Background: an optimization exercise with open tools, aiming at small area, a short achievable clock period and few clock cycles per item. Do not read the settings as production practice. Function was checked by simulation only, so behaviour that the tests miss may differ from the original. No activity file was given, so power comes from the tool's default toggle rates.

--- flow/config.mk ---
export PLATFORM = sky130hd
export DESIGN_NAME = MD5_custom_SIMD_instruction
export DESIGN_NICKNAME = MD5_custom_SIMD_instruction
export VERILOG_FILES = /design/flow/design.v
export SDC_FILE = /design/flow/constraint.sdc
export NUM_CORES = 8
export LEC_CHECK = 0
export ABC_AREA = 1
export CAP_MARGIN = 20
export CORE_AREA = 5 5 385 385
export DIE_AREA = 0 0 390 390
export SLEW_MARGIN = 20
export TNS_END_PERCENT = 0
--- flow/constraint.sdc ---
create_clock -name core_clock -period 12.0 [get_ports {clk}]
set_input_delay 2.4000 -clock core_clock [delete_from_list [all_inputs] [get_ports {clk}]]
set_output_delay 2.4000 -clock core_clock [all_outputs]
set_load 0.01 [all_outputs]
--- flow/design.v ---
module md5_tables (
  input  wire [5:0]  step,
  output wire [7:0]  msel,
  output wire [3:0]  fsel,
  output wire [3:0]  rv,
  output wire [4:0]  ru,
  output wire        cl
);
  wire [63:0] msel_t0 = 64'h0040400018988444;
  assign msel[0] = msel_t0[step];
  wire [63:0] msel_t1 = 64'h1010080800404202;
  assign msel[1] = msel_t1[step];
  wire [63:0] msel_t2 = 64'h0000202000000080;
  assign msel[2] = msel_t2[step];
  wire [63:0] msel_t3 = 64'h0888800022220000;
  assign msel[3] = msel_t3[step];
  wire [63:0] msel_t4 = 64'h0000044440001111;
  assign msel[4] = msel_t4[step];
  wire [63:0] msel_t5 = 64'h2626111101010000;
  assign msel[5] = msel_t5[step];
  wire [63:0] msel_t6 = 64'h0101008084042020;
  assign msel[6] = msel_t6[step];
  wire [63:0] msel_t7 = 64'h0000020200000808;
  assign msel[7] = msel_t7[step];
  wire [63:0] fsel_t0 = 64'h0000000000007fff;
  assign fsel[0] = fsel_t0[step];
  wire [63:0] fsel_t1 = 64'h000000007fff8000;
  assign fsel[1] = fsel_t1[step];
  wire [63:0] fsel_t2 = 64'h00007fff80000000;
  assign fsel[2] = fsel_t2[step];
  wire [63:0] fsel_t3 = 64'h7fff800000000000;
  assign fsel[3] = fsel_t3[step];
  wire [63:0] rv_t0 = 64'h00002aaac4441111;
  assign rv[0] = rv_t0[step];
  wire [63:0] rv_t1 = 64'h444400001999a222;
  assign rv[1] = rv_t1[step];
  wire [63:0] rv_t2 = 64'h1999800022224444;
  assign rv[2] = rv_t2[step];
  wire [63:0] rv_t3 = 64'h2222555500000888;
  assign rv[3] = rv_t3[step];
  wire [63:0] ru_t0 = 64'h0888888888888888;
  assign ru[0] = ru_t0[step];
  wire [63:0] ru_t1 = 64'h1111111111110000;
  assign ru[1] = ru_t1[step];
  wire [63:0] ru_t2 = 64'h2222000022221111;
  assign ru[2] = ru_t2[step];
  wire [63:0] ru_t3 = 64'h0000222200002222;
  assign ru[3] = ru_t3[step];
  wire [63:0] ru_t4 = 64'h4444444444444444;
  assign ru[4] = ru_t4[step];
  wire [63:0] cl_t0 = 64'h8000000000000000;
  assign cl = cl_t0[step];
endmodule
module md5_add (
  input  wire [31:0] a,
  input  wire [31:0] b,
  output wire [31:0] s
);
  wire [31:0] p = a ^ b;
  wire [31:0] gg = a & b;
  wire g1 = gg[1] | (p[1] & gg[0]);
  wire p1 = p[1] & p[0];
  wire g2 = gg[3] | (p[3] & gg[2]);
  wire p2 = p[3] & p[2];
  wire g3 = gg[5] | (p[5] & gg[4]);
  wire p3 = p[5] & p[4];
  wire g4 = gg[7] | (p[7] & gg[6]);
  wire p4 = p[7] & p[6];
  wire g5 = gg[9] | (p[9] & gg[8]);
  wire p5 = p[9] & p[8];
  wire g6 = gg[11] | (p[11] & gg[10]);
  wire p6 = p[11] & p[10];
  wire g7 = gg[13] | (p[13] & gg[12]);
  wire p7 = p[13] & p[12];
  wire g8 = gg[15] | (p[15] & gg[14]);
  wire p8 = p[15] & p[14];
  wire g9 = gg[17] | (p[17] & gg[16]);
  wire p9 = p[17] & p[16];
  wire g10 = gg[19] | (p[19] & gg[18]);
  wire p10 = p[19] & p[18];
  wire g11 = gg[21] | (p[21] & gg[20]);
  wire p11 = p[21] & p[20];
  wire g12 = gg[23] | (p[23] & gg[22]);
  wire p12 = p[23] & p[22];
  wire g13 = gg[25] | (p[25] & gg[24]);
  wire p13 = p[25] & p[24];
  wire g14 = gg[27] | (p[27] & gg[26]);
  wire p14 = p[27] & p[26];
  wire g15 = gg[29] | (p[29] & gg[28]);
  wire p15 = p[29] & p[28];
  wire g16 = gg[31] | (p[31] & gg[30]);
  wire p16 = p[31] & p[30];
  wire g17 = gg[2] | (p[2] & g1);
  wire p17 = p[2] & p1;
  wire g18 = g2 | (p2 & g1);
  wire p18 = p2 & p1;
  wire g19 = gg[6] | (p[6] & g3);
  wire p19 = p[6] & p3;
  wire g20 = g4 | (p4 & g3);
  wire p20 = p4 & p3;
  wire g21 = gg[10] | (p[10] & g5);
  wire p21 = p[10] & p5;
  wire g22 = g6 | (p6 & g5);
  wire p22 = p6 & p5;
  wire g23 = gg[14] | (p[14] & g7);
  wire p23 = p[14] & p7;
  wire g24 = g8 | (p8 & g7);
  wire p24 = p8 & p7;
  wire g25 = gg[18] | (p[18] & g9);
  wire p25 = p[18] & p9;
  wire g26 = g10 | (p10 & g9);
  wire p26 = p10 & p9;
  wire g27 = gg[22] | (p[22] & g11);
  wire p27 = p[22] & p11;
  wire g28 = g12 | (p12 & g11);
  wire p28 = p12 & p11;
  wire g29 = gg[26] | (p[26] & g13);
  wire p29 = p[26] & p13;
  wire g30 = g14 | (p14 & g13);
  wire p30 = p14 & p13;
  wire g31 = gg[30] | (p[30] & g15);
  wire p31 = p[30] & p15;
  wire g32 = g16 | (p16 & g15);
  wire p32 = p16 & p15;
  wire g33 = gg[4] | (p[4] & g18);
  wire p33 = p[4] & p18;
  wire g34 = g3 | (p3 & g18);
  wire p34 = p3 & p18;
  wire g35 = g19 | (p19 & g18);
  wire p35 = p19 & p18;
  wire g36 = g20 | (p20 & g18);
  wire p36 = p20 & p18;
  wire g37 = gg[12] | (p[12] & g22);
  wire p37 = p[12] & p22;
  wire g38 = g7 | (p7 & g22);
  wire p38 = p7 & p22;
  wire g39 = g23 | (p23 & g22);
  wire p39 = p23 & p22;
  wire g40 = g24 | (p24 & g22);
  wire p40 = p24 & p22;
  wire g41 = gg[20] | (p[20] & g26);
  wire p41 = p[20] & p26;
  wire g42 = g11 | (p11 & g26);
  wire p42 = p11 & p26;
  wire g43 = g27 | (p27 & g26);
  wire p43 = p27 & p26;
  wire g44 = g28 | (p28 & g26);
  wire p44 = p28 & p26;
  wire g45 = gg[28] | (p[28] & g30);
  wire p45 = p[28] & p30;
  wire g46 = g15 | (p15 & g30);
  wire p46 = p15 & p30;
  wire g47 = g31 | (p31 & g30);
  wire p47 = p31 & p30;
  wire g48 = g32 | (p32 & g30);
  wire p48 = p32 & p30;
  wire g49 = gg[8] | (p[8] & g36);
  wire p49 = p[8] & p36;
  wire g50 = g5 | (p5 & g36);
  wire p50 = p5 & p36;
  wire g51 = g21 | (p21 & g36);
  wire p51 = p21 & p36;
  wire g52 = g22 | (p22 & g36);
  wire p52 = p22 & p36;
  wire g53 = g37 | (p37 & g36);
  wire p53 = p37 & p36;
  wire g54 = g38 | (p38 & g36);
  wire p54 = p38 & p36;
  wire g55 = g39 | (p39 & g36);
  wire p55 = p39 & p36;
  wire g56 = g40 | (p40 & g36);
  wire p56 = p40 & p36;
  wire g57 = gg[24] | (p[24] & g44);
  wire p57 = p[24] & p44;
  wire g58 = g13 | (p13 & g44);
  wire p58 = p13 & p44;
  wire g59 = g29 | (p29 & g44);
  wire p59 = p29 & p44;
  wire g60 = g30 | (p30 & g44);
  wire p60 = p30 & p44;
  wire g61 = g45 | (p45 & g44);
  wire p61 = p45 & p44;
  wire g62 = g46 | (p46 & g44);
  wire p62 = p46 & p44;
  wire g63 = g47 | (p47 & g44);
  wire p63 = p47 & p44;
  wire g64 = g48 | (p48 & g44);
  wire p64 = p48 & p44;
  wire g65 = gg[16] | (p[16] & g56);
  wire p65 = p[16] & p56;
  wire g66 = g9 | (p9 & g56);
  wire p66 = p9 & p56;
  wire g67 = g25 | (p25 & g56);
  wire p67 = p25 & p56;
  wire g68 = g26 | (p26 & g56);
  wire p68 = p26 & p56;
  wire g69 = g41 | (p41 & g56);
  wire p69 = p41 & p56;
  wire g70 = g42 | (p42 & g56);
  wire p70 = p42 & p56;
  wire g71 = g43 | (p43 & g56);
  wire p71 = p43 & p56;
  wire g72 = g44 | (p44 & g56);
  wire p72 = p44 & p56;
  wire g73 = g57 | (p57 & g56);
  wire p73 = p57 & p56;
  wire g74 = g58 | (p58 & g56);
  wire p74 = p58 & p56;
  wire g75 = g59 | (p59 & g56);
  wire p75 = p59 & p56;
  wire g76 = g60 | (p60 & g56);
  wire p76 = p60 & p56;
  wire g77 = g61 | (p61 & g56);
  wire p77 = p61 & p56;
  wire g78 = g62 | (p62 & g56);
  wire p78 = p62 & p56;
  wire g79 = g63 | (p63 & g56);
  wire p79 = p63 & p56;
  wire g80 = g64 | (p64 & g56);
  wire p80 = p64 & p56;
  assign s = p ^ {g79, g78, g77, g76, g75, g74, g73, g72, g71, g70, g69, g68, g67, g66, g65, g56, g55, g54, g53, g52, g51, g50, g49, g36, g35, g34, g33, g18, g17, g1, gg[0], 1'b0};
endmodule
module md5_addbk (
  input  wire [31:0] a,
  input  wire [31:0] b,
  output wire [31:0] s
);
  wire [31:0] p = a ^ b;
  wire [31:0] gg = a & b;
  wire g1 = gg[1] | (p[1] & gg[0]);
  wire p1 = p[1] & p[0];
  wire g2 = gg[3] | (p[3] & gg[2]);
  wire p2 = p[3] & p[2];
  wire g3 = gg[5] | (p[5] & gg[4]);
  wire p3 = p[5] & p[4];
  wire g4 = gg[7] | (p[7] & gg[6]);
  wire p4 = p[7] & p[6];
  wire g5 = gg[9] | (p[9] & gg[8]);
  wire p5 = p[9] & p[8];
  wire g6 = gg[11] | (p[11] & gg[10]);
  wire p6 = p[11] & p[10];
  wire g7 = gg[13] | (p[13] & gg[12]);
  wire p7 = p[13] & p[12];
  wire g8 = gg[15] | (p[15] & gg[14]);
  wire p8 = p[15] & p[14];
  wire g9 = gg[17] | (p[17] & gg[16]);
  wire p9 = p[17] & p[16];
  wire g10 = gg[19] | (p[19] & gg[18]);
  wire p10 = p[19] & p[18];
  wire g11 = gg[21] | (p[21] & gg[20]);
  wire p11 = p[21] & p[20];
  wire g12 = gg[23] | (p[23] & gg[22]);
  wire p12 = p[23] & p[22];
  wire g13 = gg[25] | (p[25] & gg[24]);
  wire p13 = p[25] & p[24];
  wire g14 = gg[27] | (p[27] & gg[26]);
  wire p14 = p[27] & p[26];
  wire g15 = gg[29] | (p[29] & gg[28]);
  wire p15 = p[29] & p[28];
  wire g16 = gg[31] | (p[31] & gg[30]);
  wire p16 = p[31] & p[30];
  wire g17 = g2 | (p2 & g1);
  wire p17 = p2 & p1;
  wire g18 = g4 | (p4 & g3);
  wire p18 = p4 & p3;
  wire g19 = g6 | (p6 & g5);
  wire p19 = p6 & p5;
  wire g20 = g8 | (p8 & g7);
  wire p20 = p8 & p7;
  wire g21 = g10 | (p10 & g9);
  wire p21 = p10 & p9;
  wire g22 = g12 | (p12 & g11);
  wire p22 = p12 & p11;
  wire g23 = g14 | (p14 & g13);
  wire p23 = p14 & p13;
  wire g24 = g16 | (p16 & g15);
  wire p24 = p16 & p15;
  wire g25 = g18 | (p18 & g17);
  wire p25 = p18 & p17;
  wire g26 = g20 | (p20 & g19);
  wire p26 = p20 & p19;
  wire g27 = g22 | (p22 & g21);
  wire p27 = p22 & p21;
  wire g28 = g24 | (p24 & g23);
  wire p28 = p24 & p23;
  wire g29 = g26 | (p26 & g25);
  wire p29 = p26 & p25;
  wire g30 = g28 | (p28 & g27);
  wire p30 = p28 & p27;
  wire g31 = g30 | (p30 & g29);
  wire p31 = p30 & p29;
  wire g32 = g27 | (p27 & g29);
  wire p32 = p27 & p29;
  wire g33 = g19 | (p19 & g25);
  wire p33 = p19 & p25;
  wire g34 = g21 | (p21 & g29);
  wire p34 = p21 & p29;
  wire g35 = g23 | (p23 & g32);
  wire p35 = p23 & p32;
  wire g36 = g3 | (p3 & g17);
  wire p36 = p3 & p17;
  wire g37 = g5 | (p5 & g25);
  wire p37 = p5 & p25;
  wire g38 = g7 | (p7 & g33);
  wire p38 = p7 & p33;
  wire g39 = g9 | (p9 & g29);
  wire p39 = p9 & p29;
  wire g40 = g11 | (p11 & g34);
  wire p40 = p11 & p34;
  wire g41 = g13 | (p13 & g32);
  wire p41 = p13 & p32;
  wire g42 = g15 | (p15 & g35);
  wire p42 = p15 & p35;
  wire g43 = gg[2] | (p[2] & g1);
  wire p43 = p[2] & p1;
  wire g44 = gg[4] | (p[4] & g17);
  wire p44 = p[4] & p17;
  wire g45 = gg[6] | (p[6] & g36);
  wire p45 = p[6] & p36;
  wire g46 = gg[8] | (p[8] & g25);
  wire p46 = p[8] & p25;
  wire g47 = gg[10] | (p[10] & g37);
  wire p47 = p[10] & p37;
  wire g48 = gg[12] | (p[12] & g33);
  wire p48 = p[12] & p33;
  wire g49 = gg[14] | (p[14] & g38);
  wire p49 = p[14] & p38;
  wire g50 = gg[16] | (p[16] & g29);
  wire p50 = p[16] & p29;
  wire g51 = gg[18] | (p[18] & g39);
  wire p51 = p[18] & p39;
  wire g52 = gg[20] | (p[20] & g34);
  wire p52 = p[20] & p34;
  wire g53 = gg[22] | (p[22] & g40);
  wire p53 = p[22] & p40;
  wire g54 = gg[24] | (p[24] & g32);
  wire p54 = p[24] & p32;
  wire g55 = gg[26] | (p[26] & g41);
  wire p55 = p[26] & p41;
  wire g56 = gg[28] | (p[28] & g35);
  wire p56 = p[28] & p35;
  wire g57 = gg[30] | (p[30] & g42);
  wire p57 = p[30] & p42;
  assign s = p ^ {g57, g42, g56, g35, g55, g41, g54, g32, g53, g40, g52, g34, g51, g39, g50, g29, g49, g38, g48, g33, g47, g37, g46, g25, g45, g36, g44, g17, g43, g1, gg[0], 1'b0};
endmodule
module md5_ktab (
  input  wire [5:0]  step,
  output wire [31:0] k
);
  wire [63:0] t0 = 64'hf4ef5e112e3a536a;
  assign k[0] = t0[step];
  wire [63:0] t1 = 64'h289b0182c394bd3f;
  assign k[1] = t1[step];
  wire [63:0] t2 = 64'h12a3d68c0f88250d;
  assign k[2] = t2[step];
  wire [63:0] t3 = 64'h20a42914744c259e;
  assign k[3] = t3[step];
  wire [63:0] t4 = 64'h72752940311a16a3;
  assign k[4] = t4[step];
  wire [63:0] t5 = 64'h352679721484cf1c;
  assign k[5] = t5[step];
  wire [63:0] t6 = 64'h01e8f1e8b5db8087;
  assign k[6] = t6[step];
  wire [63:0] t7 = 64'h6d5b339177e4378e;
  assign k[7] = t7[step];
  wire [63:0] t8 = 64'hc64b15329bc5bf49;
  assign k[8] = t8[step];
  wire [63:0] t9 = 64'hfb83c1b93167273d;
  assign k[9] = t9[step];
  wire [63:0] t10 = 64'h09f165d147b4857d;
  assign k[10] = t10[step];
  wire [63:0] t11 = 64'h08d934fccac2428c;
  assign k[11] = t11[step];
  wire [63:0] t12 = 64'h7ce97ec5845b1fc3;
  assign k[12] = t12[step];
  wire [63:0] t13 = 64'h99a7a3cf98619103;
  assign k[13] = t13[step];
  wire [63:0] t14 = 64'h7bf968bb48e63736;
  assign k[14] = t14[step];
  wire [63:0] t15 = 64'h7135185918e505d5;
  assign k[15] = t15[step];
  wire [63:0] t16 = 64'haa2c93e73be82215;
  assign k[16] = t16[step];
  wire [63:0] t17 = 64'h782d32f8fd4e8251;
  assign k[17] = t17[step];
  wire [63:0] t18 = 64'he1724a5e331ec75d;
  assign k[18] = t18[step];
  wire [63:0] t19 = 64'h15b9d6faf40ab60c;
  assign k[19] = t19[step];
  wire [63:0] t20 = 64'h380e18fb8746fe2c;
  assign k[20] = t20[step];
  wire [63:0] t21 = 64'h11a1e36df9ac622e;
  assign k[21] = t21[step];
  wire [63:0] t22 = 64'ha8281a15bed32749;
  assign k[22] = t22[step];
  wire [63:0] t23 = 64'h60e67ffe9ae45a95;
  assign k[23] = t23[step];
  wire [63:0] t24 = 64'hdafb2817edc45fdc;
  assign k[24] = t24[step];
  wire [63:0] t25 = 64'hefb33171a15aab10;
  assign k[25] = t25[step];
  wire [63:0] t26 = 64'h9dfcf66ff64ab25a;
  assign k[26] = t26[step];
  wire [63:0] t27 = 64'h75b629d6d8245fe1;
  assign k[27] = t27[step];
  wire [63:0] t28 = 64'h1924aa6492289248;
  assign k[28] = t28[step];
  wire [63:0] t29 = 64'hfbae91eebac6baeb;
  assign k[29] = t29[step];
  wire [63:0] t30 = 64'hcdaddb36b76ddadd;
  assign k[30] = t30[step];
  wire [63:0] t31 = 64'h5b76db6ddb6db76d;
  assign k[31] = t31[step];
endmodule
module MD5_custom_SIMD_instruction (clk, reset,
	in_v, rd, vrd1, vrd2,
		in_data, in_vdata1, in_vdata2,
	out_v, out_rd, out_vrd1, out_vrd2,
		out_data, out_vdata1, out_vdata2);
	input clk, reset;
	input in_v;
	input [4:0] rd;
	input [2:0] vrd1, vrd2;
	input [32-1:0] in_data;
	input [256-1:0] in_vdata1, in_vdata2;
	output out_v;
	output [4:0] out_rd;
	output [2:0] out_vrd1, out_vrd2;
	output [32-1:0] out_data;
	output [256-1:0] out_vdata1, out_vdata2;
	wire [511:0] min = {in_vdata2, in_vdata1};
	reg        busy, fin, outv, first;
	reg [5:0]  cnt;
	reg [4:0]  t_rd;
	reg [2:0]  t_vrd1, t_vrd2;
	reg [31:0] a, b, c, d, t;
	reg [31:0] ring [0:15];
	reg [7:0]  mr;
	reg [3:0]  fs;
	wire       cl = fin;
	reg [3:0]  rv;
	reg [4:0]  ru;
	always @(*) begin
		case ({cnt[5:4], cnt[1:0]})
			4'd0: begin rv = fin ? 4'd0 : 4'd8; ru = fin ? 5'd0 : 5'd1; end
			4'd1: begin rv = fin ? 4'd0 : 4'd1; ru = fin ? 5'd0 : 5'd4; end
			4'd2: begin rv = fin ? 4'd0 : 4'd2; ru = fin ? 5'd0 : 5'd8; end
			4'd3: begin rv = fin ? 4'd0 : 4'd4; ru = fin ? 5'd0 : 5'd16; end
			4'd4: begin rv = fin ? 4'd0 : 4'd2; ru = fin ? 5'd0 : 5'd1; end
			4'd5: begin rv = fin ? 4'd0 : 4'd2; ru = fin ? 5'd0 : 5'd2; end
			4'd6: begin rv = fin ? 4'd0 : 4'd4; ru = fin ? 5'd0 : 5'd4; end
			4'd7: begin rv = fin ? 4'd0 : 4'd1; ru = fin ? 5'd0 : 5'd16; end
			4'd8: begin rv = fin ? 4'd0 : 4'd1; ru = fin ? 5'd0 : 5'd1; end
			4'd9: begin rv = fin ? 4'd0 : 4'd8; ru = fin ? 5'd0 : 5'd2; end
			4'd10: begin rv = fin ? 4'd0 : 4'd1; ru = fin ? 5'd0 : 5'd8; end
			4'd11: begin rv = fin ? 4'd0 : 4'd8; ru = fin ? 5'd0 : 5'd16; end
			4'd12: begin rv = fin ? 4'd0 : 4'd4; ru = fin ? 5'd0 : 5'd1; end
			4'd13: begin rv = fin ? 4'd0 : 4'd4; ru = fin ? 5'd0 : 5'd2; end
			4'd14: begin rv = fin ? 4'd0 : 4'd8; ru = fin ? 5'd0 : 5'd4; end
			4'd15: begin rv = fin ? 4'd0 : 4'd2; ru = fin ? 5'd0 : 5'd16; end
			default: begin rv = 4'd0; ru = 5'd0; end
		endcase
	end
	wire       run = busy | fin;
	wire       last = busy & (cnt == 6'd63);
	wire [31:0] kadd;
	wire [7:0]  msel;
	wire [3:0]  fsel, rvn;
	wire [4:0]  run_;
	wire        cln;
	md5_tables tab (.step(cnt), .msel(msel), .fsel(fsel), .rv(rvn), .ru(run_), .cl(cln));
	wire        pol = ~cnt[0] & ~fin;
	wire [31:0] mword = {32{pol}} ^ (
		({32{mr[0]}} & ring[0]) |
		({32{mr[1]}} & ring[1]) |
		({32{mr[2]}} & ring[2]) |
		({32{mr[3]}} & ring[3]) |
		({32{mr[4]}} & ring[5]) |
		({32{mr[5]}} & ring[8]) |
		({32{mr[6]}} & ring[9]) |
		({32{mr[7]}} & ring[10]));
	wire [31:0] kt;
	md5_ktab ktab (.step(cnt), .k(kt));
	wire [31:0] kr = fin ? 32'h10325476 : kt;
	wire [31:0] ts = d ^ kr ^ mword;
	wire [31:0] tc = (d & kr) | (d & mword) | (kr & mword);
	wire [31:0] tsum;
	md5_addbk addt (.a(ts), .b({tc[30:0], 1'b0}), .s(tsum));
	wire [31:0] f = ({32{first}} & 32'hd76aa477) |
		({32{fs[0]}} & ((b & c) | (~b & d))) |
		({32{fs[1]}} & ((d & b) | (~d & c))) |
		({32{fs[2]}} & (b ^ c ^ d)) |
		({32{fs[3]}} & (c ^ (b | ~d)));
	wire [31:0] x;
	md5_add addx (.a(f), .b(t), .s(x));
	wire [31:0] z =
		({32{rv[0]}} & x) |
		({32{rv[1]}} & {x[30:0], x[31:31]}) |
		({32{rv[2]}} & {x[29:0], x[31:30]}) |
		({32{rv[3]}} & {x[28:0], x[31:29]});
	wire [31:0] y =
		({32{ru[0]}} & {z[27:0], z[31:28]}) |
		({32{ru[1]}} & {z[23:0], z[31:24]}) |
		({32{ru[2]}} & {z[19:0], z[31:20]}) |
		({32{ru[3]}} & {z[15:0], z[31:16]}) |
		({32{ru[4]}} & {z[11:0], z[31:12]}) |
		({32{cl}} & 32'hefcdab89);
	wire [31:0] bn;
	md5_add addb (.a(b), .b(y), .s(bn));
	wire [31:0] dn;
	md5_addbk addd (.a(c), .b({32{fin}} & 32'h98badcfe), .s(dn));
	integer j;
	always @(posedge clk) begin
		if (reset) begin
			busy <= 1'b0;
			fin <= 1'b0;
			outv <= 1'b0;
		end else begin
			busy <= busy ? ~last : in_v;
			fin <= last;
			outv <= fin;
		end
		first <= ~run;
		cnt <= busy ? cnt + 6'd1 : 6'd0;
		mr <= busy ? msel : 8'd4;
		fs <= busy ? fsel : 4'd0;
		a <= t;
		if (run) begin
			b <= bn;
			c <= b;
			d <= dn;
			t <= tsum;
			for (j = 0; j < 16; j = j + 1) ring[(j+1)%16] <= ~ring[j];
		end else begin
			b <= 32'hefcdab89; c <= 32'h98badcfe; d <= 32'h10325476;
			t <= min[31:0];
			t_rd <= rd; t_vrd1 <= vrd1; t_vrd2 <= vrd2;
			ring[1] <= ~min[31:0];
			ring[2] <= ~min[63:32];
			ring[4] <= ~min[95:64];
			ring[15] <= ~min[127:96];
			ring[13] <= ~min[159:128];
			ring[6] <= ~min[191:160];
			ring[0] <= ~min[223:192];
			ring[3] <= ~min[255:224];
			ring[9] <= ~min[287:256];
			ring[10] <= ~min[319:288];
			ring[12] <= ~min[351:320];
			ring[7] <= ~min[383:352];
			ring[5] <= ~min[415:384];
			ring[14] <= ~min[447:416];
			ring[8] <= ~min[479:448];
			ring[11] <= ~min[511:480];
		end
	end
	assign out_v = outv;
	assign out_rd = t_rd;
	assign out_vrd1 = t_vrd1;
	assign out_vrd2 = t_vrd2;
	assign out_data = 32'd0;
	assign out_vdata2 = {256{1'b0}};
	assign out_vdata1 = {128'd0, t, d, b, a};
endmodule
--- flow/flow/run.sh ---
#!/bin/bash
# ORFS layout (the standard.sh) with: the full-adder and half-adder cells kept out of
# synthesis and layout (the platform's don't-use list plus fa/ha), a tighter setup-repair
# target, free resizing, and minimum-size port buffers.
set -euo pipefail
DU="sky130_fd_sc_hd__probe_p_8 sky130_fd_sc_hd__probec_p_8 sky130_fd_sc_hd__lpflow_bleeder_1 sky130_fd_sc_hd__lpflow_clkbufkapwr_1 sky130_fd_sc_hd__lpflow_clkbufkapwr_16 sky130_fd_sc_hd__lpflow_clkbufkapwr_2 sky130_fd_sc_hd__lpflow_clkbufkapwr_4 sky130_fd_sc_hd__lpflow_clkbufkapwr_8 sky130_fd_sc_hd__lpflow_clkinvkapwr_1 sky130_fd_sc_hd__lpflow_clkinvkapwr_16 sky130_fd_sc_hd__lpflow_clkinvkapwr_2 sky130_fd_sc_hd__lpflow_clkinvkapwr_4 sky130_fd_sc_hd__lpflow_clkinvkapwr_8 sky130_fd_sc_hd__lpflow_decapkapwr_12 sky130_fd_sc_hd__lpflow_decapkapwr_3 sky130_fd_sc_hd__lpflow_decapkapwr_4 sky130_fd_sc_hd__lpflow_decapkapwr_6 sky130_fd_sc_hd__lpflow_decapkapwr_8 sky130_fd_sc_hd__lpflow_inputiso0n_1 sky130_fd_sc_hd__lpflow_inputiso0p_1 sky130_fd_sc_hd__lpflow_inputiso1n_1 sky130_fd_sc_hd__lpflow_inputiso1p_1 sky130_fd_sc_hd__lpflow_inputisolatch_1 sky130_fd_sc_hd__lpflow_isobufsrc_1 sky130_fd_sc_hd__lpflow_isobufsrc_16 sky130_fd_sc_hd__lpflow_isobufsrc_2 sky130_fd_sc_hd__lpflow_isobufsrc_4 sky130_fd_sc_hd__lpflow_isobufsrc_8 sky130_fd_sc_hd__lpflow_isobufsrckapwr_16 sky130_fd_sc_hd__lpflow_lsbuf_lh_hl_isowell_tap_1 sky130_fd_sc_hd__lpflow_lsbuf_lh_hl_isowell_tap_2 sky130_fd_sc_hd__lpflow_lsbuf_lh_hl_isowell_tap_4 sky130_fd_sc_hd__lpflow_lsbuf_lh_isowell_4 sky130_fd_sc_hd__lpflow_lsbuf_lh_isowell_tap_1 sky130_fd_sc_hd__lpflow_lsbuf_lh_isowell_tap_2 sky130_fd_sc_hd__lpflow_lsbuf_lh_isowell_tap_4 sky130_fd_sc_hd__fa_1 sky130_fd_sc_hd__fa_2 sky130_fd_sc_hd__fa_4 sky130_fd_sc_hd__ha_1 sky130_fd_sc_hd__ha_2 sky130_fd_sc_hd__ha_4"
bash standard.sh "DONT_USE_CELLS=$DU" SETUP_SLACK_MARGIN=8 MATCH_CELL_FOOTPRINT=0 "BUFFER_PORTS_ARGS=-buffer_cell sky130_fd_sc_hd__buf_1" finish > standard.log 2>&1
--- flow/standard.sh ---
#!/bin/bash
# synth_recipe.tcl (not shown) runs the flow's synth.tcl, then flattens the netlist and writes it again
# the make line also repeats each setting of config.mk as NAME=value (left out here)
make -C /OpenROAD-flow-scripts/flow DESIGN_CONFIG=/design/flow/config.mk WORK_HOME=/design/flow/orfs CLKGATE_MAP_FILE= SYNTH_SCRIPT=/design/flow/synth_recipe.tcl "${@:-finish}"
==> metrics.cfg, run 1 <==
[status]
status = finished clean

[final_layout]
fillers = 15275
postLayoutCoreUtil_pct = 33.0
nNetsFinal = 6430
drive_gt1_share_pct = 13.7
areaGrowthSynthToFinish_pct = 22.0
area.sequential_um2 = 14400
multi_input_area_um2 = 22000
final_cell_mix = nand2_1 (1145), buf_1 (665), dfxtp_1 (625)
fin_area_um2 = 47300
layout_commonest_cell = nand2_1

[clocking]
insertion_delay_ps = 700
cts_tree = yes
root_buffer = clkbuf_16
ctsHtreeMaxLevel = 3
numClockSinks = 705
cts_buffers = 82
cts.clk_slew.worst_paths_ps = 70
cts_buffer_depth = 3

[timing]
finClkSkew_ps = 63.3
max_slew_margin_pct = 30.0
period_share_pct = 36.1
final_hold_viol_count = 0
slew_violations = 0
setup_tns_ps = 0
setup_violations = 0
layout_setup_ws_ps = 7670
worst_slew_pin_slew_ps = 1050
rsz0062_at_grt = yes
clock.fmax_ghz = 0.231
layout_min_cycle_time_ps = 4330

[placement]
gp_congestion = 0.965
place_ws_ps = 5990
io_buffers = 665
dpl-instance-area_um2 = 41600
hpwlAfterDp_mm = 129

[setup_path]
slowest_stage = nor2_1
path_class = flip-flop to flip-flop
end_kind = flip-flop
critPathLaunchType = flip-flop
critPathRequiredTime_ps = 12510
critPathMaxStageDelay_ps = 410
r2r_cells = 27
cpMostUsedCell = nand2_1
path_max_fanout = 5
cp.arrival_ps = 4850

[min_path]
hold_depth = 1
hold_class = flip-flop to flip-flop

[global_route]
overflow = 0
grt_usage_pct = 20.8
grt_pass1_wl_mm = 235
grt_pass1_vias = 35382
antenna_found_initial = 35
grt_start_max_net_pins = 144

[logic_synthesis]
syn-cell-area_um2 = 38800
synth_ff_type = dfxtp_1
ys_async_sr_fraction_pct = 0
synth_top_area_share_pct = 35.8
synth.distinct_cells = 68
syn_inst = 5139
ys_ff_latch = 705
synth_edf_count = 11
synth.largest_area_cell = dfxtp_1
ys_seq_area_share_pct = 36.7
yosys_warnings = 2
ys_top_cells_by_area = dfxtp_1 (36%), mux2i_1 (12%), nand2_1 (12%), buf_4 (8.3%), nand3_1 (4.9%)
syn_avg_cell_area_um2 = 7.54

[route]
vias = 37511
drt-total-wl_mm = 170
drc = 0
viasPerCell = 4.77
wl_per_cell_um = 21.6
drt_iter0_markers = 2652
dr.pass1.iters = 6
antenna_left = 0

[die]
die_height_um = 390
start_util_pct = 27.0
ioPinCount = 1114
rows = 139
fp.dieW_um = 390
core_um2 = 143000
dieArea_um2 = 152000

[power]
p_leak_uw = 0.0230
peakVddDrop_v = 0.000134
powerDensity_nw_per_um2 = 197

[flow_run]
drv_cap = 0

-- cells by family (layout without fill, tap and decap cells) --
logic type             after synthesis  after routing  synth area share (%)
AO/OA/AOI/OAI                      618            618                  9.64
XOR/XNOR                           102            102                  2.32
buffers and inverters              988           1369                  14.1
flip-flops                         705            705                  36.7
multiplexers                       481            481                  12.4
other                                1            436               0.00968
AND/OR/NAND/NOR                   2244           2246                  24.8
-- layer usage --
layer | routed length [um] | global-route usage (%) | share of wire [%] | vias up
met1 | 63600 | 23.6 | 37 | 17437
met5 | 137 | 0 | 0.081 | -
met3 | 15100 | 5.51 | 8.9 | 429
met4 | 11000 | 13.0 | 6.5 | 20
li1 | - | - | - | 17702
met2 | 80000 | 34.8 | 47 | 1923
-- stage by stage --
stage	hold WS [ps]	cells	total power, uW
5_1_grt	410	7851	9860
3_5_place_dp	392	7565	6200
3_3_place_gp	389	7565	6140
4_1_cts	394	7808	9130
6_report	389	7860	9320
2_1_floorplan	387	5554	5220
-- final cells by class --
cell class	count	share of cell area, %
Multi-Input combinational cell	3863	46.6
Sequential cell	705	30.4
Timing Repair Buffer	827	8.64
Tap cell	1903	5.04
Clock buffer	113	4.82
Inverter	391	3.29
Clock inverter	36	1.05
Antenna cell	20	0.106
Timing Repair inverter	2	0.0291
-- synth_stat cells (6+ instances only) --
cell type and instances:
inv_1 349, o2111ai_1 6, a22oi_1 7, inv_2 38
or2_2 22, nor2_2 29, nor3_1 32, o21ai_1 41
buf_2 20, nand3b_1 23, nand3_1 379, nand2_2 45
o22ai_1 12, nand4_1 70, dfxtp_1 694, o21a_1 11
a21oi_1 208, o211ai_1 25, a21boi_0 22, nor2_1 374
xor2_1 81, edfxtp_1 11, xnor2_1 20, buf_1 41
o21bai_1 26, buf_4 427, a221oi_1 47, nand2_1 1233
nand3_2 7, a31oi_1 9, mux2i_1 481, o21ai_0 150
clkbuf_1 97, a22o_1 9, a21boi_1 7, clkbuf_8 7
a211oi_1 6
-- registers in the layout, summed over array words and instances, names as in the netlist --
name,cells
busy,1
t_vrd2,3
t_vrd1,3
fs,4
mr,8
c,32
first,1
b,32
ring,512
a,32
t_rd,5
t,32
fin,1
outv,1
cnt,6
d,32
-- critical path, delay by kind of cell, from the launching register on --
kind | cells | cell delay, ps
DFF | 1 | 370
xor gates and xnor gates | 1 | 160
and+or+nand+nor | 16 | 2270
buffers and inverters | 6 | 780
AOI/OAI and AO/OA | 4 | 540
-- worst paths after layout --
| path | startpoint | end | slack [ps] |
|---|---|---|---|
| worst max-delay path | cnt[1]$_SDFF_PN0_ | t[13]$_DFF_P_ | 7670 |
| worst min-delay path | ring[7][28]$_DFF_P_ | ring[8][28]$_DFF_P_ | 390 |
| worst max register to register | cnt[1]$_SDFF_PN0_ | t[13]$_DFF_P_ | 7670 |
| worst min register to register | ring[7][28]$_DFF_P_ | ring[8][28]$_DFF_P_ | 390 |
-- power by group --
| group | switching (uW) | internal (uW) |
|---|---|---|
| Sequential | 362 | 2700 |
| Clock | 1100 | 1500 |
| Combinational | 2410 | 1250 |
-- repair_timing --
action                                  in CTS  in global routing
hold buffers                                 0                  0
endpoints found under the setup margin     210                188
resized for setup                          324                207
pin swaps                                   61                 81
buffers inserted                            90                 30
cloned                                       4                  2
Testbench counts, summed over its fixed seeds: cycles 105,600, hashes 1,600.
==> run 2, diff against run 1 <==
==> flow/flow/run.sh (replaced) <==
#!/bin/bash
# ORFS layout (the standard.sh) with: the full-adder and half-adder cells kept out of
# synthesis and layout (the platform's don't-use list plus fa/ha), a tighter setup-repair
# target, free resizing, and minimum-size port buffers.
set -euo pipefail
DU="sky130_fd_sc_hd__probe_p_8 sky130_fd_sc_hd__probec_p_8 sky130_fd_sc_hd__lpflow_bleeder_1 sky130_fd_sc_hd__lpflow_clkbufkapwr_1 sky130_fd_sc_hd__lpflow_clkbufkapwr_16 sky130_fd_sc_hd__lpflow_clkbufkapwr_2 sky130_fd_sc_hd__lpflow_clkbufkapwr_4 sky130_fd_sc_hd__lpflow_clkbufkapwr_8 sky130_fd_sc_hd__lpflow_clkinvkapwr_1 sky130_fd_sc_hd__lpflow_clkinvkapwr_16 sky130_fd_sc_hd__lpflow_clkinvkapwr_2 sky130_fd_sc_hd__lpflow_clkinvkapwr_4 sky130_fd_sc_hd__lpflow_clkinvkapwr_8 sky130_fd_sc_hd__lpflow_decapkapwr_12 sky130_fd_sc_hd__lpflow_decapkapwr_3 sky130_fd_sc_hd__lpflow_decapkapwr_4 sky130_fd_sc_hd__lpflow_decapkapwr_6 sky130_fd_sc_hd__lpflow_decapkapwr_8 sky130_fd_sc_hd__lpflow_inputiso0n_1 sky130_fd_sc_hd__lpflow_inputiso0p_1 sky130_fd_sc_hd__lpflow_inputiso1n_1 sky130_fd_sc_hd__lpflow_inputiso1p_1 sky130_fd_sc_hd__lpflow_inputisolatch_1 sky130_fd_sc_hd__lpflow_isobufsrc_1 sky130_fd_sc_hd__lpflow_isobufsrc_16 sky130_fd_sc_hd__lpflow_isobufsrc_2 sky130_fd_sc_hd__lpflow_isobufsrc_4 sky130_fd_sc_hd__lpflow_isobufsrc_8 sky130_fd_sc_hd__lpflow_isobufsrckapwr_16 sky130_fd_sc_hd__lpflow_lsbuf_lh_hl_isowell_tap_1 sky130_fd_sc_hd__lpflow_lsbuf_lh_hl_isowell_tap_2 sky130_fd_sc_hd__lpflow_lsbuf_lh_hl_isowell_tap_4 sky130_fd_sc_hd__lpflow_lsbuf_lh_isowell_4 sky130_fd_sc_hd__lpflow_lsbuf_lh_isowell_tap_1 sky130_fd_sc_hd__lpflow_lsbuf_lh_isowell_tap_2 sky130_fd_sc_hd__lpflow_lsbuf_lh_isowell_tap_4 sky130_fd_sc_hd__fa_1 sky130_fd_sc_hd__fa_2 sky130_fd_sc_hd__fa_4 sky130_fd_sc_hd__ha_1 sky130_fd_sc_hd__ha_2 sky130_fd_sc_hd__ha_4"
bash standard.sh "DONT_USE_CELLS=$DU" SETUP_SLACK_MARGIN=8.5 MATCH_CELL_FOOTPRINT=0 SKIP_REPAIR_TIE_FANOUT=1 "BUFFER_PORTS_ARGS=-buffer_cell sky130_fd_sc_hd__buf_1" finish > standard.log 2>&1
==> run 2 against run 1 <==
Against the previous run: wire length down 0.40%; first-iteration DRC count decreased by 0.94%; core utilization barely moved; worst setup slack better by 6.1 ps; final area barely moved; flip-flop and latch count unchanged; non-clock buffer count grew 65; clock skew increased by 0.65 ps; fmax increased by 0.14%; area after synthesis did not move; synthesized cell count is the same; critical path type unchanged; critical endpoint is now b[23]$_SDFF_PP1_; largest power group unchanged.
==> metrics.cfg, run 2 <==
[setup_path]
cp.arrival_ps = 4850  ; about the same
r2r-end = b[23]$_SDFF_PP1_
r2r_setup_slack_ps = 7670  ; about the same
regToRegStartpoint = cnt[1]$_SDFF_PN0_
crit_path_start = cnt[1]$_SDFF_PN0_
critPathMaxStageDelay_ps = 340  ; -70 ps
end_kind = flip-flop
slowest_stage = dfxtp_2
path_class = flip-flop to flip-flop
r2r_cells = 28  ; +3.7%
cpMostUsedCell = nand2_1
critPathLaunchType = flip-flop
critPathRequiredTime_ps = 12520  ; about the same
path_max_fanout = 14  ; +9

[logic_synthesis]
synth_mux_area_share_pct = 12.4  ; unchanged
ys_async_sr_fraction_pct = 0  ; unchanged
syn-cell-area_um2 = 38800  ; unchanged
synth_simple_gate_area_share_pct = 24.8  ; unchanged
syn_inst = 5139  ; unchanged
synth.largest_area_cell = dfxtp_1
synth_edf_count = 11  ; unchanged
synth_compound_area_share_pct = 9.64  ; unchanged
synthMostInstantiatedCell = nand2_1
yosys_warnings = 2  ; unchanged
synthAdderAreaFrac_pct = 0  ; unchanged
ys_top_cells_by_area = dfxtp_1 (36%), mux2i_1 (12%), nand2_1 (12%), buf_4 (8.3%), nand3_1 (4.9%)
synth_top_area_share_pct = 35.8  ; unchanged
syn_avg_cell_area_um2 = 7.54  ; unchanged
synth_ff_type = dfxtp_1
synth.distinct_cells = 68  ; unchanged
synth_top_family_by_area = simple AND/OR/NAND/NOR gates
ys_seq_area_share_pct = 36.7  ; unchanged
synth_commonest_cells = nand2_1 (1233), dfxtp_1 (694), mux2i_1 (481)
synth-xor-area-share_pct = 2.32  ; unchanged
ys_ff_latch = 705  ; unchanged

[timing]
rsz0062_at_grt = yes
finClkSkew_ps = 64.0  ; +0.650 ps
setup_violations = 0  ; unchanged
max_slew_margin_pct = 23.3  ; -6.7 points
clock.fmax_ghz = 0.231  ; +0.14%
whs_ps = 397  ; +7.45 ps
worst_slew_pin_slew_ps = 1150  ; +99.7 ps
layout_min_cycle_time_ps = 4330  ; -6.08 ps
final_hold_viol_count = 0  ; unchanged
setup_tns_ps = 0  ; unchanged
slew_violations = 0  ; unchanged
period_share_pct = 36.0  ; -0.051 points

[final_layout]
area.sequential_um2 = 14400  ; +0.36%
multi_input_area_um2 = 21300  ; -3.5%
nNetsFinal = 6080  ; -5.4%
regMostFlops = ring
largest_reg_flops = 512  ; unchanged
final_cell_mix = nand2_1 (1071), buf_1 (665), dfxtp_1 (612)
areaGrowthSynthToFinish_pct = 21.9  ; about the same
fillers = 15252  ; -0.15%
layout_commonest_cell = nand2_1
drive_gt1_share_pct = 19.1  ; +5.3 points

[global_route]
grt_start_max_net_pins = 417  ; +190%
grt_pass1_wl_mm = 234  ; -0.33%
grt_pass1_vias = 34697  ; -1.9%
grt_usage_pct = 20.7  ; -0.062 points
overflow = 0  ; unchanged
antenna_found_initial = 28  ; -20%

[clocking]
cts.clk_slew.worst_paths_ps = 90  ; +20 ps
insertion_delay_ps = 720  ; +20 ps
cts_buffers = 80  ; -2.4%
root_buffer = clkbuf_16
cts_tree = yes
numClockSinks = 705  ; unchanged
ctsHtreeMaxLevel = 3  ; unchanged
cts_buffer_depth = 3  ; unchanged
ctsHoldBuffers = 0  ; unchanged

[die]
dieArea_um2 = 152000  ; unchanged
core_um2 = 143000  ; unchanged
ioPinCount = 1114  ; unchanged
start_util_pct = 27.0  ; unchanged
die_height_um = 390  ; unchanged
fp.dieW_um = 390  ; unchanged
rows = 139  ; unchanged

[min_path]
worst_hold_startpoint = ring[9][18]$_DFF_P_
hold_depth = 1  ; unchanged
hold_class = flip-flop to flip-flop
whs_endpoint = ring[10][18]$_DFF_P_

[placement]
hpwlAfterDp_mm = 126  ; -2.5%
io_buffers = 665  ; unchanged
gp_congestion = 0.987  ; +2.4%

[route]
dr.pass1.iters = 6  ; unchanged
drc = 0  ; unchanged
antenna_left = 0  ; unchanged
viasPerCell = 4.89  ; +2.5%
vias = 36694  ; -2.2%
drt_iter0_markers = 2627  ; -0.94%
drt-total-wl_mm = 169  ; -0.40%
wl_per_cell_um = 22.6  ; +4.4%

[status]
status = finished clean

[power]
power_switching_uw = 4010  ; +3.8%
p_seq_share_pct = 31.8  ; -1.1 points
clock_power_share_pct = 27.6  ; -0.3 points
peakVddDrop_v = 0.000143  ; +6.8%
pwr-share-comb_pct = 40.6  ; +1.4 points
switching_share_pct = 41.6  ; +0.14 points
powerDensity_nw_per_um2 = 204  ; +3.5%
finalPower_uw = 9640  ; +3.5%
p_leak_uw = 0.0222  ; -3.6%
internal-power_uw = 5630  ; +3.2%

[flow_run]
drv_cap = 0  ; unchanged

-- run 2: cell count changes in the layout (fill, tap and decap cells not counted), sizes merged --
cell | before | now
conb | 416 | 1
buf | 825 | 888
diode | 20 | 10
clkinvlp | 11 | 16
inv | 389 | 384
clkinv | 22 | 19
clkbuf | 115 | 117
bufinv | 7 | 8
nor2 | 404 | 405
-- run 2: final cells by class --
type	count	share of cell area, %
multi-input cells	3449	45.0
flip-flops and latches	705	30.5
repair buffers	892	9.79
well taps	1903	5.04
clock buffers	113	4.91
inverters	391	3.41
clock inverters	33	1.17
diodes	10	0.0530
repair inverters	3	0.0503
-- run 2: how the worst max path moves through the flow --
stage,cells after the start,end,slack [ps]
global route,35,b[23]$_SDFF_PP1_,7470
floorplan,35,b[22]$_SDFF_PP1_,8500
global placement,29,t[31]$_DFF_P_,5490
finish,28,b[23]$_SDFF_PP1_,7670
detailed placement,29,t[31]$_DFF_P_,5670
CTS,36,b[17]$_SDFF_PP0_,7720
-- run 2: logic make-up after synthesis --
group,after synthesis
buffers and inverters,988
AND/OR/NAND/NOR,2244
multiplexers,481
XOR/XNOR,102
AO/OA/AOI/OAI,618
other,1
flip-flops,705
-- run 2: power by group through the flow --
stage	clock network [uW]	registers [uW]	logic, uW
detailed placement	0	3080	3110
global placement	0	3080	3070
finish	2660	3070	3910
CTS	2720	3040	3370
global route	2820	3110	4260
floorplan	0	2950	2270
-- run 2: per-layer routing --
layer | track usage [%] | vias up | routed length (um)
li1 | - | 17385 | -
met1 | 23.7 | 17185 | 63400
met2 | 35.5 | 1602 | 80400
met3 | 4.78 | 506 | 13300
met4 | 11.9 | 16 | 11900
met5 | 0 | - | 107
-- run 2: stage by stage --
step,std cells,instance area (um^2),worst slack [ps],util (%)
floorplan,5139,38800,8500,-
global placement,7147,40000,5490,27.9
detailed placement,7148,40000,5670,27.9
CTS,7375,44500,7720,31.0
global route,7493,47200,7470,32.9
finish,7499,47200,7670,32.9
-- run 2: critical path: cells and delay by family (launching register included) --
| family | cells | cell delay, ps |
|---|---|---|
| buffers and inverters | 7 | 1250 |
| AOI/OAI and AO/OA | 3 | 340 |
| DFF | 1 | 340 |
| and+or+nand+nor | 18 | 2190 |
-- run 2: timing repair --
| action | 4_1_cts | 5_1_grt |
|---|---|---|
| gates cloned | 5 | 4 |
| gates resized for setup | 252 | 551 |
| pin swaps | 43 | 167 |
| buffers inserted | 76 | 110 |
| endpoints found under the setup margin | 454 | 247 |
==> run 3, diff against run 2 <==
==> flow/flow/run.sh (replaced) <==
#!/bin/bash
# ORFS layout (the standard.sh) with: the full-adder and half-adder cells kept out of
# synthesis and layout (the platform's don't-use list plus fa/ha), a tighter setup-repair
# target, free resizing, and minimum-size port buffers.
set -euo pipefail
DU="sky130_fd_sc_hd__probe_p_8 sky130_fd_sc_hd__probec_p_8 sky130_fd_sc_hd__lpflow_bleeder_1 sky130_fd_sc_hd__lpflow_clkbufkapwr_1 sky130_fd_sc_hd__lpflow_clkbufkapwr_16 sky130_fd_sc_hd__lpflow_clkbufkapwr_2 sky130_fd_sc_hd__lpflow_clkbufkapwr_4 sky130_fd_sc_hd__lpflow_clkbufkapwr_8 sky130_fd_sc_hd__lpflow_clkinvkapwr_1 sky130_fd_sc_hd__lpflow_clkinvkapwr_16 sky130_fd_sc_hd__lpflow_clkinvkapwr_2 sky130_fd_sc_hd__lpflow_clkinvkapwr_4 sky130_fd_sc_hd__lpflow_clkinvkapwr_8 sky130_fd_sc_hd__lpflow_decapkapwr_12 sky130_fd_sc_hd__lpflow_decapkapwr_3 sky130_fd_sc_hd__lpflow_decapkapwr_4 sky130_fd_sc_hd__lpflow_decapkapwr_6 sky130_fd_sc_hd__lpflow_decapkapwr_8 sky130_fd_sc_hd__lpflow_inputiso0n_1 sky130_fd_sc_hd__lpflow_inputiso0p_1 sky130_fd_sc_hd__lpflow_inputiso1n_1 sky130_fd_sc_hd__lpflow_inputiso1p_1 sky130_fd_sc_hd__lpflow_inputisolatch_1 sky130_fd_sc_hd__lpflow_isobufsrc_1 sky130_fd_sc_hd__lpflow_isobufsrc_16 sky130_fd_sc_hd__lpflow_isobufsrc_2 sky130_fd_sc_hd__lpflow_isobufsrc_4 sky130_fd_sc_hd__lpflow_isobufsrc_8 sky130_fd_sc_hd__lpflow_isobufsrckapwr_16 sky130_fd_sc_hd__lpflow_lsbuf_lh_hl_isowell_tap_1 sky130_fd_sc_hd__lpflow_lsbuf_lh_hl_isowell_tap_2 sky130_fd_sc_hd__lpflow_lsbuf_lh_hl_isowell_tap_4 sky130_fd_sc_hd__lpflow_lsbuf_lh_isowell_4 sky130_fd_sc_hd__lpflow_lsbuf_lh_isowell_tap_1 sky130_fd_sc_hd__lpflow_lsbuf_lh_isowell_tap_2 sky130_fd_sc_hd__lpflow_lsbuf_lh_isowell_tap_4 sky130_fd_sc_hd__fa_1 sky130_fd_sc_hd__fa_2 sky130_fd_sc_hd__fa_4 sky130_fd_sc_hd__ha_1 sky130_fd_sc_hd__ha_2 sky130_fd_sc_hd__ha_4"
bash standard.sh "DONT_USE_CELLS=$DU" SETUP_SLACK_MARGIN=7.5 MATCH_CELL_FOOTPRINT=0 SKIP_REPAIR_TIE_FANOUT=1 "BUFFER_PORTS_ARGS=-buffer_cell sky130_fd_sc_hd__buf_1" finish > standard.log 2>&1
==> run 3 against run 2 <==
Against the previous run: clock power hardly changed; largest power group unchanged; non-clock buffer count is 37 lower; worst hold slack worse by 21 ps; sequential share of layout area is 0.62 points higher; final area is 2.5% lower; via count is 0.63% lower; highest routed layer unchanged; first-iteration DRC count is 4.5% higher; critical path type unchanged; core utilization is 0.83 points lower; global-route usage is 0.19 points lower; still clean on timing, DRC and antenna; combinational power is 6.6% lower.
==> metrics.cfg, run 3 <==
[logic_synthesis]
ys_top_cells_by_area = dfxtp_1 (36%), mux2i_1 (12%), nand2_1 (12%), buf_4 (8.3%), nand3_1 (4.9%)
yosys_warnings = 2  ; unchanged
syn_inst = 5139  ; unchanged
ys_async_sr_fraction_pct = 0  ; unchanged
ys_ff_latch = 705  ; unchanged
syn_avg_cell_area_um2 = 7.54  ; unchanged
synthMostInstantiatedCell = nand2_1
synth_ff_type = dfxtp_1
ys_seq_area_share_pct = 36.7  ; unchanged
synth_top_area_share_pct = 35.8  ; unchanged
synth_commonest_cells = nand2_1 (1233), dfxtp_1 (694), mux2i_1 (481)
synth.distinct_cells = 68  ; unchanged
synth.largest_area_cell = dfxtp_1
synth_edf_count = 11  ; unchanged
syn-cell-area_um2 = 38800  ; unchanged

[setup_path]
path_max_fanout = 8  ; -6
end_kind = flip-flop
path_class = flip-flop to flip-flop
critPathMaxStageDelay_ps = 470  ; +130 ps
critPathRequiredTime_ps = 12550  ; +30 ps
cp.arrival_ps = 4940  ; +90 ps
slowest_stage = dfxtp_4
critPathLaunchType = flip-flop
cpMostUsedCell = nand2_1

[timing]
period_share_pct = 36.6  ; +0.56 points
final_hold_viol_count = 0  ; unchanged
setup_tns_ps = 0  ; unchanged
setup_violations = 0  ; unchanged
max_slew_margin_pct = 19.3  ; -4.0 points
finClkSkew_ps = 44.0  ; -20.0 ps
slew_violations = 0  ; unchanged
worst_slew_pin_slew_ps = 1210  ; +61.1 ps
whs_ps = 376  ; -21.1 ps
clock.fmax_ghz = 0.228  ; -1.5%
layout_setup_ws_ps = 7610  ; -67.1 ps
layout_min_cycle_time_ps = 4390  ; +67.1 ps
rsz0062_at_grt = yes

[global_route]
grt_usage_pct = 20.5  ; -0.19 points
gr-max-usage-layer = met2
grt_pass1_vias = 34599  ; -0.28%
grt_use_met1_pct = 24.0  ; +0.27 points
grt_pass1_wl_mm = 232  ; -0.87%
antenna_found_initial = 24  ; -14%
use_met3_pct = 4.53  ; -0.25 points
use_met2_pct = 35.0  ; -0.43 points
overflow = 0  ; unchanged
grt_start_max_net_pins = 417  ; unchanged

[clocking]
root_buffer = clkbuf_16
cts_buffer_depth = 3  ; unchanged
cts_buffers = 80  ; unchanged
cts_tree = yes
ctsHtreeMaxLevel = 3  ; unchanged
numClockSinks = 705  ; unchanged
ctsHoldBuffers = 0  ; unchanged
cts.clk_slew.worst_paths_ps = 80  ; about the same
insertion_delay_ps = 710  ; about the same

[placement]
dpl-instance-area_um2 = 40000  ; about the same
place_ws_ps = 6050  ; +378 ps
hpwlAfterDp_mm = 126  ; +0.39%
io_buffers = 665  ; unchanged
gp_congestion = 0.964  ; -2.4%

[route]
drc = 0  ; unchanged
dr.pass1.iters = 6  ; unchanged
antenna_left = 0  ; unchanged
wl_per_cell_um = 22.5  ; -0.22%
drt_iter0_markers = 2744  ; +4.5%
viasPerCell = 4.89  ; about the same
drt-total-wl_mm = 168  ; -0.75%
vias = 36462  ; -0.63%

[power]
p_leak_uw = 0.0218  ; -1.6%
finalPower_uw = 9390  ; -2.6%
peakVddDrop_v = 0.000113  ; -21%
powerDensity_nw_per_um2 = 204  ; -0.11%

[final_layout]
areaGrowthSynthToFinish_pct = 18.8
largest_reg_flops = 512  ; unchanged
nNetsFinal = 6040  ; -0.66%
fin_area_um2 = 46100  ; -2.5%
layout_commonest_cell = nand2_1
drive_gt1_share_pct = 14.9  ; -4.1 points
final_cell_mix = nand2_1 (1157), buf_1 (665), dfxtp_1 (634)
fillers = 15371  ; +0.78%
regMostFlops = ring

[die]
dieArea_um2 = 152000  ; unchanged
die_height_um = 390  ; unchanged
ioPinCount = 1114  ; unchanged
core_um2 = 143000  ; unchanged
fp.dieW_um = 390  ; unchanged
start_util_pct = 27.0  ; unchanged
rows = 139  ; unchanged

[min_path]
hold_class = flip-flop to flip-flop

[flow_run]
drv_cap = 0  ; unchanged

[status]
status = finished clean

-- run 3: path summary, 6_finish.rpt --
check | start | to | slack, ps | cells after the start
worst max-delay path | fs[1]$_SDFF_PN0_ | b[26]$_SDFF_PP1_ | 7610 | 34
worst min-delay path | ring[13][29]$_DFF_P_ | ring[14][29]$_DFF_P_ | 380 | 1
worst max register to register | fs[1]$_SDFF_PN0_ | b[26]$_SDFF_PP1_ | 7610 | 34
worst min register to register | ring[13][29]$_DFF_P_ | ring[14][29]$_DFF_P_ | 380 | 1
-- run 3: logic make-up after synthesis --
family	count (synthesis)	share of synthesized area, %
XOR/XNOR	102	2.32
AND/OR/NAND/NOR	2244	24.8
other	1	0.00968
flip-flops	705	36.7
multiplexers	481	12.4
AO/OA/AOI/OAI	618	9.64
buffers and inverters	988	14.1
-- run 3: area by class of cell --
| cell class | count | area (um^2) | area share (%) |
|---|---|---|---|
| repair buffers | 855 | 4380 | 9.52 |
| multi-input cells | 3448 | 20500 | 44.4 |
| flip-flops and latches | 705 | 14300 | 31.2 |
| repair inverters | 1 | 7.51 | 0.0163 |
| clock inverters | 39 | 664 | 1.44 |
| diodes | 12 | 30.0 | 0.0652 |
| well taps | 1903 | 2380 | 5.17 |
| inverters | 391 | 1570 | 3.40 |
| clock buffers | 105 | 2210 | 4.79 |
-- run 3: per-layer routing --
metal | wire (um) | share of wire [%] | vias to the layer above
li1 | - | - | 17312
met1 | 64200 | 38 | 17080
met2 | 79400 | 47 | 1630
met3 | 12900 | 7.7 | 430
met4 | 11300 | 6.7 | 10
met5 | 61 | 0.036 | -
-- run 3: repair_timing --
item / 4_1_cts / 5_1_grt
buffers inserted: 36 / 110
pin swaps: 9 / 79
setup endpoints to repair: 65 / 51
gates resized for setup: 133 / 372
cloned: 1 / 3
-- run 3: power breakdown --
| part | internal [uW] | leakage, uW | switching, uW |
|---|---|---|---|
| Sequential | 2700 | 0.00595 | 354 |
| Clock | 1580 | 0.00138 | 1110 |
| Combinational | 1240 | 0.0145 | 2410 |
| Total | 5520 | 0.0218 | 3870 |
-- run 3: through the flow --
| stage | utilization (%) | instances |
|---|---|---|
| after floorplan | - | 5139 |
| after global placement | 27.9 | 7152 |
| after detailed placement | 27.9 | 7152 |
| after CTS | 30.5 | 7333 |
| after global routing | 32.1 | 7454 |
| final | 32.1 | 7459 |
-- run 3: worst max-delay path, delay by kind of cell, from the launching register on --
kind	cells	cell delay, ps
simple gates	30	3240
flops	1	470
buf+inv	3	440
compound gates	1	80
==> run 4, diff against run 3 <==
==> flow/flow/run.sh (replaced) <==
#!/bin/bash
# ORFS layout (the standard.sh) with: the full-adder and half-adder cells kept out of
# synthesis and layout (the platform's don't-use list plus fa/ha), a tighter setup-repair
# target, free resizing, and minimum-size port buffers.
set -euo pipefail
DU="sky130_fd_sc_hd__probe_p_8 sky130_fd_sc_hd__probec_p_8 sky130_fd_sc_hd__lpflow_bleeder_1 sky130_fd_sc_hd__lpflow_clkbufkapwr_1 sky130_fd_sc_hd__lpflow_clkbufkapwr_16 sky130_fd_sc_hd__lpflow_clkbufkapwr_2 sky130_fd_sc_hd__lpflow_clkbufkapwr_4 sky130_fd_sc_hd__lpflow_clkbufkapwr_8 sky130_fd_sc_hd__lpflow_clkinvkapwr_1 sky130_fd_sc_hd__lpflow_clkinvkapwr_16 sky130_fd_sc_hd__lpflow_clkinvkapwr_2 sky130_fd_sc_hd__lpflow_clkinvkapwr_4 sky130_fd_sc_hd__lpflow_clkinvkapwr_8 sky130_fd_sc_hd__lpflow_decapkapwr_12 sky130_fd_sc_hd__lpflow_decapkapwr_3 sky130_fd_sc_hd__lpflow_decapkapwr_4 sky130_fd_sc_hd__lpflow_decapkapwr_6 sky130_fd_sc_hd__lpflow_decapkapwr_8 sky130_fd_sc_hd__lpflow_inputiso0n_1 sky130_fd_sc_hd__lpflow_inputiso0p_1 sky130_fd_sc_hd__lpflow_inputiso1n_1 sky130_fd_sc_hd__lpflow_inputiso1p_1 sky130_fd_sc_hd__lpflow_inputisolatch_1 sky130_fd_sc_hd__lpflow_isobufsrc_1 sky130_fd_sc_hd__lpflow_isobufsrc_16 sky130_fd_sc_hd__lpflow_isobufsrc_2 sky130_fd_sc_hd__lpflow_isobufsrc_4 sky130_fd_sc_hd__lpflow_isobufsrc_8 sky130_fd_sc_hd__lpflow_isobufsrckapwr_16 sky130_fd_sc_hd__lpflow_lsbuf_lh_hl_isowell_tap_1 sky130_fd_sc_hd__lpflow_lsbuf_lh_hl_isowell_tap_2 sky130_fd_sc_hd__lpflow_lsbuf_lh_hl_isowell_tap_4 sky130_fd_sc_hd__lpflow_lsbuf_lh_isowell_4 sky130_fd_sc_hd__lpflow_lsbuf_lh_isowell_tap_1 sky130_fd_sc_hd__lpflow_lsbuf_lh_isowell_tap_2 sky130_fd_sc_hd__lpflow_lsbuf_lh_isowell_tap_4 sky130_fd_sc_hd__fa_1 sky130_fd_sc_hd__fa_2 sky130_fd_sc_hd__fa_4 sky130_fd_sc_hd__ha_1 sky130_fd_sc_hd__ha_2 sky130_fd_sc_hd__ha_4"
bash standard.sh "DONT_USE_CELLS=$DU" SETUP_SLACK_MARGIN=7 MATCH_CELL_FOOTPRINT=0 SKIP_REPAIR_TIE_FANOUT=1 "BUFFER_PORTS_ARGS=-buffer_cell sky130_fd_sc_hd__buf_1" finish > standard.log 2>&1
==> run 4 against run 3 <==
Against the previous run: wire length fell by 1.8%; synthesized cell count did not move; final cell count fell by 1.4%; power fell by 4.7%; flip-flop and latch count did not move; area after synthesis did not move; fmax fell by 7.8%; count of clock-buffer cells in the layout did not move; first-iteration DRC count fell by 0.98%; register-to-register slack got worse by 370 ps; critical path depth fell by 4; critical path type unchanged; largest power group unchanged; highest routed layer unchanged.
==> metrics.cfg, run 4 <==
[die]
core_um2 = 143000  ; unchanged
die_height_um = 390  ; unchanged
rows = 139  ; unchanged
ioPinCount = 1114  ; unchanged
fp.dieW_um = 390  ; unchanged
start_util_pct = 27.0  ; unchanged
dieArea_um2 = 152000  ; unchanged

[logic_synthesis]
ys_ff_latch = 705  ; unchanged
yosys_warnings = 2  ; unchanged
ys_top_cells_by_area = dfxtp_1 (36%), mux2i_1 (12%), nand2_1 (12%), buf_4 (8.3%), nand3_1 (4.9%)
syn_avg_cell_area_um2 = 7.54  ; unchanged
syn-cell-area_um2 = 38800  ; unchanged
synth.largest_area_cell = dfxtp_1
synth.distinct_cells = 68  ; unchanged
synthMostInstantiatedCell = nand2_1
syn_inst = 5139  ; unchanged
synth_top_area_share_pct = 35.8  ; unchanged
ys_seq_area_share_pct = 36.7  ; unchanged
synth_ff_type = dfxtp_1
synth_commonest_cells = nand2_1 (1233), dfxtp_1 (694), mux2i_1 (481)
ys_async_sr_fraction_pct = 0  ; unchanged
synth_edf_count = 11  ; unchanged

[timing]
max_slew_margin_pct = 23.3  ; +3.9 points
final_hold_viol_count = 0  ; unchanged
rsz0062_at_grt = yes
clock.fmax_ghz = 0.210  ; -7.8%
finClkSkew_ps = 44.1  ; +0.130 ps
setup_tns_ps = 0  ; unchanged
period_share_pct = 39.7  ; +3.1 points
slew_violations = 0  ; unchanged
layout_setup_ws_ps = 7240  ; -372 ps
layout_min_cycle_time_ps = 4760  ; +372 ps
worst_slew_pin_slew_ps = 1150  ; -59.2 ps
setup_violations = 0  ; unchanged

[setup_path]
path_class = flip-flop to flip-flop
critical_path_buf_inv_count = 10  ; +7
cp.arrival_ps = 5320  ; +380 ps
critPathMaxStageDelay_ps = 520  ; +50 ps
critPathLaunchType = flip-flop
critPathRequiredTime_ps = 12550  ; about the same
path_max_fanout = 23  ; +15
end_kind = flip-flop
slowest_stage = dfxtp_2
path_delay_family = simple AND/OR/NAND/NOR gates
cpMostUsedCell = nand2_1

[clocking]
root_buffer = clkbuf_16
cts_buffer_depth = 3  ; unchanged
cts_buffers = 80  ; unchanged
numClockSinks = 705  ; unchanged
cts.clk_slew.worst_paths_ps = 70  ; about the same
ctsHtreeMaxLevel = 3  ; unchanged
cts_tree = yes
insertion_delay_ps = 710  ; about the same

[route]
drt_iter0_markers = 2717  ; -0.98%
drt-total-wl_mm = 165  ; -1.8%
drc = 0  ; unchanged
vias = 35662  ; -2.2%
antenna_left = 0  ; unchanged
dr.pass1.iters = 6  ; unchanged
wl_per_cell_um = 22.4  ; -0.36%
viasPerCell = 4.85  ; -0.80%

[global_route]
grt_usage_pct = 20.4  ; -0.17 points
grt_pass1_vias = 34280  ; -0.92%
overflow = 0  ; unchanged
antenna_found_initial = 23  ; -4.2%
grt_pass1_wl_mm = 231  ; -0.77%
grt_start_max_net_pins = 417  ; unchanged

[final_layout]
largest_reg_flops = 512  ; unchanged
drive_gt1_share_pct = 8.81  ; -6.1 points
layout_commonest_cell = nand2_1
areaGrowthSynthToFinish_pct = 13.0
fillers = 15530  ; +1.0%
area.sequential_um2 = 14300  ; -0.51%
nNetsFinal = 5935  ; -1.7%
postLayoutCoreUtil_pct = 30.5  ; -1.6 points
final_cell_mix = nand2_1 (1220), buf_1 (665), dfxtp_1 (664)
multi_input_area_um2 = 19400  ; -5.2%
regMostFlops = ring

[power]
p_leak_uw = 0.0211  ; -3.6%
peakVddDrop_v = 0.000113  ; -0.11%
finalPower_uw = 8940  ; -4.7%
powerDensity_nw_per_um2 = 204  ; +0.12%

[status]
status = finished clean

[placement]
place_ws_ps = 6050  ; unchanged
gp_congestion = 0.964  ; unchanged
hpwlAfterDp_mm = 126  ; unchanged
io_buffers = 665  ; unchanged

[min_path]
hold_class = flip-flop to flip-flop

[flow_run]
drv_cap = 0  ; unchanged

-- run 4: power by group --
group | internal, uW | total [uW] | switching (uW)
registers | 2690 | 3030 | 343
logic | 1020 | 3230 | 2200
clock network | 1580 | 2680 | 1100
-- run 4: logic make-up (layout without fill, tap and decap cells) --
| logic type | Yosys count | count (layout) | synth area share (%) |
|---|---|---|---|
| AOI/OAI and AO/OA | 618 | 618 | 9.64 |
| xor gates and xnor gates | 102 | 102 | 2.32 |
| buffers and inverters | 988 | 1288 | 14.1 |
| DFF | 705 | 705 | 36.7 |
| muxes | 481 | 481 | 12.4 |
| other | 1 | 13 | 0.00968 |
| and+or+nand+nor | 2244 | 2244 | 24.8 |
-- run 4: routing by layer --
metal | GRT usage (%) | wire (um) | share of wire, %
met2 | 34.8 | 78400 | 48
met4 | 10.5 | 10000 | 6.1
met3 | 4.50 | 12800 | 7.7
met5 | 0 | 47 | 0.029
met1 | 24.0 | 63600 | 39
-- run 4: timing repair --
action	CTS	global route
hold buffers	0	0
resized for setup	29	103
cloned	1	2
endpoints found under the setup margin	56	49
buffers inserted	7	35
pin swaps	1	10
-- run 4: cell type report --
type | instances | share of cell area [%]
repair buffers | 750 | 7.59
flip-flops and latches | 705 | 32.6
inverters | 391 | 3.45
clock buffers | 105 | 5.03
well taps | 1903 | 5.43
repair inverters | 3 | 0.0457
diodes | 12 | 0.0685
clock inverters | 39 | 1.52
multi-input cells | 3446 | 44.3
-- run 4: worst register-to-register path, delay by kind of cell, from the launching register on --
kind / cells / cell delay [ps]
compound gates: 4 / 720
flops: 1 / 520
buf+inv: 10 / 1450
xor+xnor: 1 / 200
simple gates: 15 / 1750
-- run 4: metrics by stage --
stage	std cells	instance area [um^2]	hold slack, ps
final	7354	43800	373
after global routing	7349	43800	371
after CTS	7304	43100	358
after detailed placement	7152	40000	392
after global placement	7152	40000	388
after floorplan	5139	38800	387
-- run 4: path summary, 6_finish.rpt --
kind	from	end	slack, ps	cells past startpoint
worst max-delay path	cnt[5]$_SDFF_PN0_	b[26]$_SDFF_PP1_	7240	30
worst max register to register	cnt[5]$_SDFF_PN0_	b[26]$_SDFF_PP1_	7240	30
worst min-delay path	ring[13][29]$_DFF_P_	ring[14][29]$_DFF_P_	370	1
worst min register to register	ring[13][29]$_DFF_P_	ring[14][29]$_DFF_P_	370	1

## what the ideal ports hide
How much do the figures lean on ideal ports? The routed layouts below were timed once more, with nothing changed but the port constraints. Step 1 sets driving cells, clkbuf_16 on the clock port and buf_2 on the other inputs (assumed; they add their load-dependent delay and slew). Step 2 times the ports against the registers' clock, not the clock port: input delays grow and output delays shrink by t, the midpoint of the rising clock arrivals with the driver on. a / b / c = ideal / step 1 / step 2; a / b = the first two.
| run | t, ns | setup slack, ns | hold slack, ns | worst slew at a driven data input, ns |
|---|---|---|---|---|
| run 1 | 0.754 | 7.669 / 7.669 / 7.669 | 0.389 / 0.389 / 0.389 | 0.20 |
| run 2 | 0.766 | 7.675 / 7.675 / 7.675 | 0.397 / 0.397 / 0.397 | 0.21 |
| run 3 | 0.762 | 7.607 / 7.607 / 7.607 | 0.376 / 0.376 / 0.376 | 0.21 |
| run 4 | 0.762 | 7.236 / 7.236 / 7.236 | 0.373 / 0.373 / 0.373 | 0.21 |
After both steps every run listed still meets setup and hold.
